What follows belongs to an exercise in optimizing a design on an open flow for small area and a short achievable clock period; a production flow would make more cautious choices.
At most, simulation tests tie the RTL to the original design; equivalence was not proved.

==> inputs of harbor <==
// ALU
module ALU (
    input             clk,
    input             rst,
    input             i_vld,
    input      [31:0] i_a,
    input      [31:0] i_b,
    input             opcode,
    output reg [31:0] o_res,
    output reg        o_res_vld,
    output reg        overflow
);
reg        vld1, vld2, vld3;
reg [31:0] a1, b1;
reg        op1;
always @(posedge clk or posedge rst)
    if (rst) begin
        vld1 <= 1'b0; vld2 <= 1'b0; vld3 <= 1'b0; o_res_vld <= 1'b0;
    end else begin
        vld1 <= i_vld; vld2 <= vld1; vld3 <= vld2; o_res_vld <= vld3;
    end
always @(posedge clk) begin
    a1 <= i_a; b1 <= i_b; op1 <= opcode;
end
wire        sa = a1[31], sb = b1[31];
wire [7:0]  ea = a1[30:23], eb = b1[30:23];
wire [22:0] fa = a1[22:0], fb = b1[22:0];
wire        ha = |ea, hb = |eb;
wire [23:0] ma1 = {ha, fa};
wire [23:0] mb1 = {hb, fb};
wire        emax_a = &ea, emax_b = &eb;
wire        fz_a = ~|fa, fz_b = ~|fb;
wire        nan_a = emax_a & ~fz_a, nan_b = emax_b & ~fz_b;
  ...
Settings: LEC_CHECK=0, ABC_AREA=1, CAP_MARGIN=20, CORE_MARGIN=2, CORE_UTILIZATION=40, PLACE_DENSITY=0.6, SETUP_SLACK_MARGIN=5, SLEW_MARGIN=20; clock period 9.0 ns.
run.sh (not shown) runs the stock make flow with config.mk's settings and CLKGATE_MAP_FILE= SYNTH_SCRIPT=/design/flow/synth_recipe.tcl, a recipe that flattens the netlist after the stock synthesis.
==> maple (differences from harbor) <==
Settings changed: CORE_UTILIZATION 40 to 55, PLACE_DENSITY 0.6 to 0.7.
==> sierra (differences from harbor) <==
==> flow/flow/run.sh (new file) <==
#!/bin/bash
# Standard ORFS layout, with timing repair aiming for a shorter period than
# the clock constraint: repair_timing's setup margin is raised so that the
# resizer keeps working on paths that already meet the 9 ns clock.
set -euo pipefail
MARGIN=$(cat flow/margin.txt)
bash standard.sh synth > synth.log 2>&1
bash standard.sh SETUP_SLACK_MARGIN=$MARGIN finish > layout.log 2>&1
==> flow/flow/margin.txt (new file) <==
5.6
==> flow/standard.sh (new file) <==
#!/bin/bash
# synth_recipe.tcl (not shown) runs the flow's synth.tcl, then flattens the netlist and writes it again
# the make line also repeats each setting of config.mk as NAME=value (left out here)
make -C /OpenROAD-flow-scripts/flow DESIGN_CONFIG=/design/flow/config.mk WORK_HOME=/design/flow/orfs CLKGATE_MAP_FILE= SYNTH_SCRIPT=/design/flow/synth_recipe.tcl "${@:-finish}"
Settings changed: CORE_UTILIZATION 40 to 55, PLACE_DENSITY 0.6 to 0.7, SETUP_SLACK_MARGIN 5 to not set.
removed: flow/run.sh
==> summary of the runs <==
Against harbor, the final cell count of sierra is lower by about 3.7%.
In area after synthesis, maple and sierra do not differ.
sierra completed with no timing, DRC or antenna violations. maple passed the timing, design-rule and antenna checks. harbor passed the timing, design-rule and antenna checks.
The lowest routed wire length belongs to maple, the highest to harbor.
First-iteration DRC count, lowest first: maple, harbor, sierra.
Core utilization: harbor < maple < sierra.
Between sierra and harbor, the lower via count is in harbor (gap 4.3%, measured against harbor).
Between sierra and harbor, the lower global-route usage is in harbor (gap 9.1 points).
Fmax, highest first: sierra, harbor, maple.
In sierra the clock skew is higher than in maple, by 0.0046 ns.

---

==> inputs of run a <==
ALU, a different RTL version from the one above (not shown whole).
export LEC_CHECK = 0
export ABC_AREA = 1
export CAP_MARGIN = 20
export CORE_MARGIN = 2
export CORE_UTILIZATION = 40
export CTS_CLUSTER_DIAMETER = 100
export CTS_CLUSTER_SIZE = 30
export PLACE_DENSITY = 0.6
export SLEW_MARGIN = 20
create_clock -name core_clock -period 9.0 [get_ports {clk}]
standard.sh (not shown) runs the stock make flow with config.mk's settings and CLKGATE_MAP_FILE= SYNTH_SCRIPT=/design/flow/synth_recipe.tcl, a recipe that flattens the netlist after the stock synthesis.
==> flow/flow/run.sh <==
#!/bin/bash
# Standard ORFS layout, with timing repair aiming for a shorter period than
# the clock constraint: repair_timing's setup margin is raised so that the
# resizer keeps working on paths that already meet the 9 ns clock.
set -euo pipefail
MARGIN=$(cat flow/margin.txt)
bash standard.sh synth > synth.log 2>&1
bash standard.sh SETUP_SLACK_MARGIN=$MARGIN finish > layout.log 2>&1
==> flow/flow/margin.txt <==
6.1
==> inputs of run b, as changes to run a <==
==> flow/flow/margin.txt (replaced) <==
5.8
==> inputs of run c, as changes to run a <==
--- a/flow/design.v
+++ b/flow/design.v
@@ -27,21 +27,24 @@
 always @(posedge clk)
     for (k = 0; k < 12; k = k + 1) begin
         benc1[3*k]   <= bx[2*k+2];                                   
         benc1[3*k+1] <= bx[2*k+1] ^ bx[2*k];                         
         benc1[3*k+2] <= (bx[2*k+2] & ~bx[2*k+1] & ~bx[2*k]) |
                         (~bx[2*k+2] & bx[2*k+1] & bx[2*k]);          
     end
-reg  [8:0]  dab1;        
-reg  [7:0]  dba1;        
-reg         fge1;        
+wire [8:0]  dab_i = {1'b0, i_a[30:23]} - {1'b0, i_b[30:23]};
+wire [7:0]  dba_i = i_b[30:23] - i_a[30:23];
+wire [7:0]  dif_i = dab_i[8] ? dba_i : dab_i[7:0];
+wire        big_i = (|dif_i[7:5]) | (&dif_i[4:3]);       
+reg         a_is_L1, big1;
+reg  [4:0]  dif1;
 always @(posedge clk) begin
-    dab1 <= {1'b0, i_a[30:23]} - {1'b0, i_b[30:23]};
-    dba1 <= i_b[30:23] - i_a[30:23];
-    fge1 <= (i_a[22:0] >= i_b[22:0]);
+    a_is_L1 <= (i_a[30:0] >= i_b[30:0]);                 
+    big1    <= big_i;
+    dif1    <= dif_i[4:0];
 end
 wire        sa = a1[31], sb = b1[31];
 wire [7:0]  ea = a1[30:23], eb = b1[30:23];
 wire [22:0] fa = a1[22:0], fb = b1[22:0];
 wire        ha = |ea, hb = |eb;
 wire [23:0] ma1 = {ha, fa};
 wire [23:0] mb1 = {hb, fb};
@@ -51,27 +54,23 @@
 wire        inf_a = emax_a & fz_a,  inf_b = emax_b & fz_b;
 wire        zero_a = ~ha & fz_a,    zero_b = ~hb & fz_b;
 wire add_nan = nan_a | nan_b | (inf_a & inf_b & (sa ^ sb));
 wire mul_nan = nan_a | nan_b | (inf_a & zero_b) | (zero_a & inf_b);
 wire nan1  = op1 ? mul_nan : add_nan;
 wire inf1  = (inf_a | inf_b) & ~nan1;
 wire zero1 = op1 ? (zero_a | zero_b) : (zero_a & zero_b);
-wire        eqe = ~|dab1[7:0];
-wire        a_is_L = (~dab1[8] & ~eqe) | (eqe & fge1);
-wire [7:0]  dif = dab1[8] ? dba1 : dab1[7:0];
-wire        big = (|dif[7:5]) | (&dif[4:3]);
+wire        a_is_L = a_is_L1;
+wire [4:0]  sh5 = big1 ? 5'd23 : dif1;                   
 wire [23:0] L1 = a_is_L ? ma1 : mb1;
 wire [23:0] Sp = a_is_L ? mb1 : ma1;
-wire [4:0]  sh5 = dif[4:0];
 wire [23:0] sh0 = sh5[0] ? {1'b0, Sp[23:1]} : Sp;
 wire [23:0] sh1 = sh5[1] ? {2'b0, sh0[23:2]} : sh0;
 wire [23:0] sh2 = sh5[2] ? {4'b0, sh1[23:4]} : sh1;
 wire [23:0] sh3 = sh5[3] ? {8'b0, sh2[23:8]} : sh2;
-wire [23:0] sh4 = sh5[4] ? {16'b0, sh3[23:16]} : sh3;
-wire [23:0] S1  = big ? {23'b0, Sp[23]} : sh4;
+wire [23:0] S1  = sh5[4] ? {16'b0, sh3[23:16]} : sh3;
 wire        add_sign = a_is_L ? sa : sb;
 wire [7:0]  expL = a_is_L ? ea : eb;
 wire        mul_sign = sa ^ sb;
 wire [7:0]  exp_raw = ea + eb - 8'd127;
 wire pp0_0;
 wire pp0_1;
 wire pp0_2;
==> flow/run.sh (new file) <==
#!/bin/bash
# synth_recipe.tcl (not shown) runs the flow's synth.tcl, then flattens the netlist and writes it again
# the make line also repeats each setting of config.mk as NAME=value (left out here)
make -C /OpenROAD-flow-scripts/flow DESIGN_CONFIG=/design/flow/config.mk WORK_HOME=/design/flow/orfs CLKGATE_MAP_FILE= SYNTH_SCRIPT=/design/flow/synth_recipe.tcl finish
- SETUP_SLACK_MARGIN: unset -> 5
removed: flow/flow/run.sh
removed: flow/flow/margin.txt
removed: flow/standard.sh
==> qor summary <==
item	run a	run b	run c
Sequential-to-total area share from yosys stat	32.6%	32.6%	32.2%
Reg-to-reg startpoint	b1[0]$_DFF_P_	b1[11]$_DFF_P_	b1[15]$_DFF_P_
Transition time at the pin with the least slew margin	1.19 ns	1.21 ns	1.23 ns
Global-route met1 utilization	33.1%	33.2%	33.4%
Total Routing Usage GR	24.3%	24.1%	23.2%
Share of cell area taken by flip-flops and latches	29.8%	30.1%	29.7%
Status	timing/DRC/antenna clean	timing/DRC/antenna clean	timing/DRC/antenna clean
Clk tree area frac	2.36%	2.42%	2.66%
Number of buffers outside the clock class in the layout	158	144	139
Fill cells	9191	9152	9035
Clock-pin slew on the worst setup and hold paths	0.11 ns	0.12 ns	0.11 ns
Effective utilization at floorplan	40.3%	40.3%	40.2%
Die footprint	94900 sq um	94900 sq um	94400 sq um
Number of instances in the placed design	5534	5530	5437
Drt initial violations	2894	2836	3096
Min Hold Slack	0.336 ns	0.329 ns	0.338 ns
Syn_area_per_cell	8.39 sq um	8.39 sq um	8.50 sq um
Worst setup startpoint	o_res_vld$_DFF_PP0_	b1[11]$_DFF_P_	i_a[28]
Data buffer area share	3.71%	3.30%	3.48%
Cell with the largest stage delay on the worst path	dfrtp_1	clkinv_1	clkdlybuf4s50_1
Number of clock buffers in the layout	31	30	31
Delay of the slowest critical-path stage	0.36 ns	0.85 ns	0.52 ns
Top fanout value on the critical path	1	17	9
Count of cell types in the netlist	57	57	61
The RTL of run c was laid out without a check of its function.

-- re-timing with driven ports --
How much do the figures lean on ideal ports? The routed layouts below were timed once more, with nothing changed but the port constraints. Step 1 (the two cells are an assumption about what drives the block):
set clk [get_ports {clk}]
set_driving_cell -lib_cell sky130_fd_sc_hd__clkbuf_16 $clk
set_driving_cell -lib_cell sky130_fd_sc_hd__buf_2 [delete_from_list [all_inputs] $clk]
Step 2 moves the port delays by t, midway between the first and last clock arrival at a register: inputs arrive t later, outputs are due t later. That takes back most of the time a late clock gives input paths. a / b / c = ideal / step 1 / step 2; a / b = the first two.
run | shift t [ns] | setup slack, ns | worst register clock-pin slew, ns | cell pins on the clock port's net
harbor | 0.688 | 4.974 / 4.974 / 4.974 | 0.07 / 0.07 | 1
maple | 0.659 | 4.922 / 4.922 / 4.922 | 0.07 / 0.07 | 1
sierra | 0.659 | 5.025 / 5.025 / 5.025 | 0.07 / 0.07 | 1
run a | 0.705 | 6.080 / 6.022 / 5.485 | 0.12 / 0.12 | 1
run b | 0.705 | 5.846 / 5.846 / 5.212 | 0.12 / 0.12 | 1
run c | 0.699 | 5.377 / 5.415 / 4.717 | 0.11 / 0.11 | 1
After both steps setup and hold are still met in every run listed. For run c, which loses most, drivers alone change the setup slack by +0.038 ns; drivers and shift together by -0.660 ns.
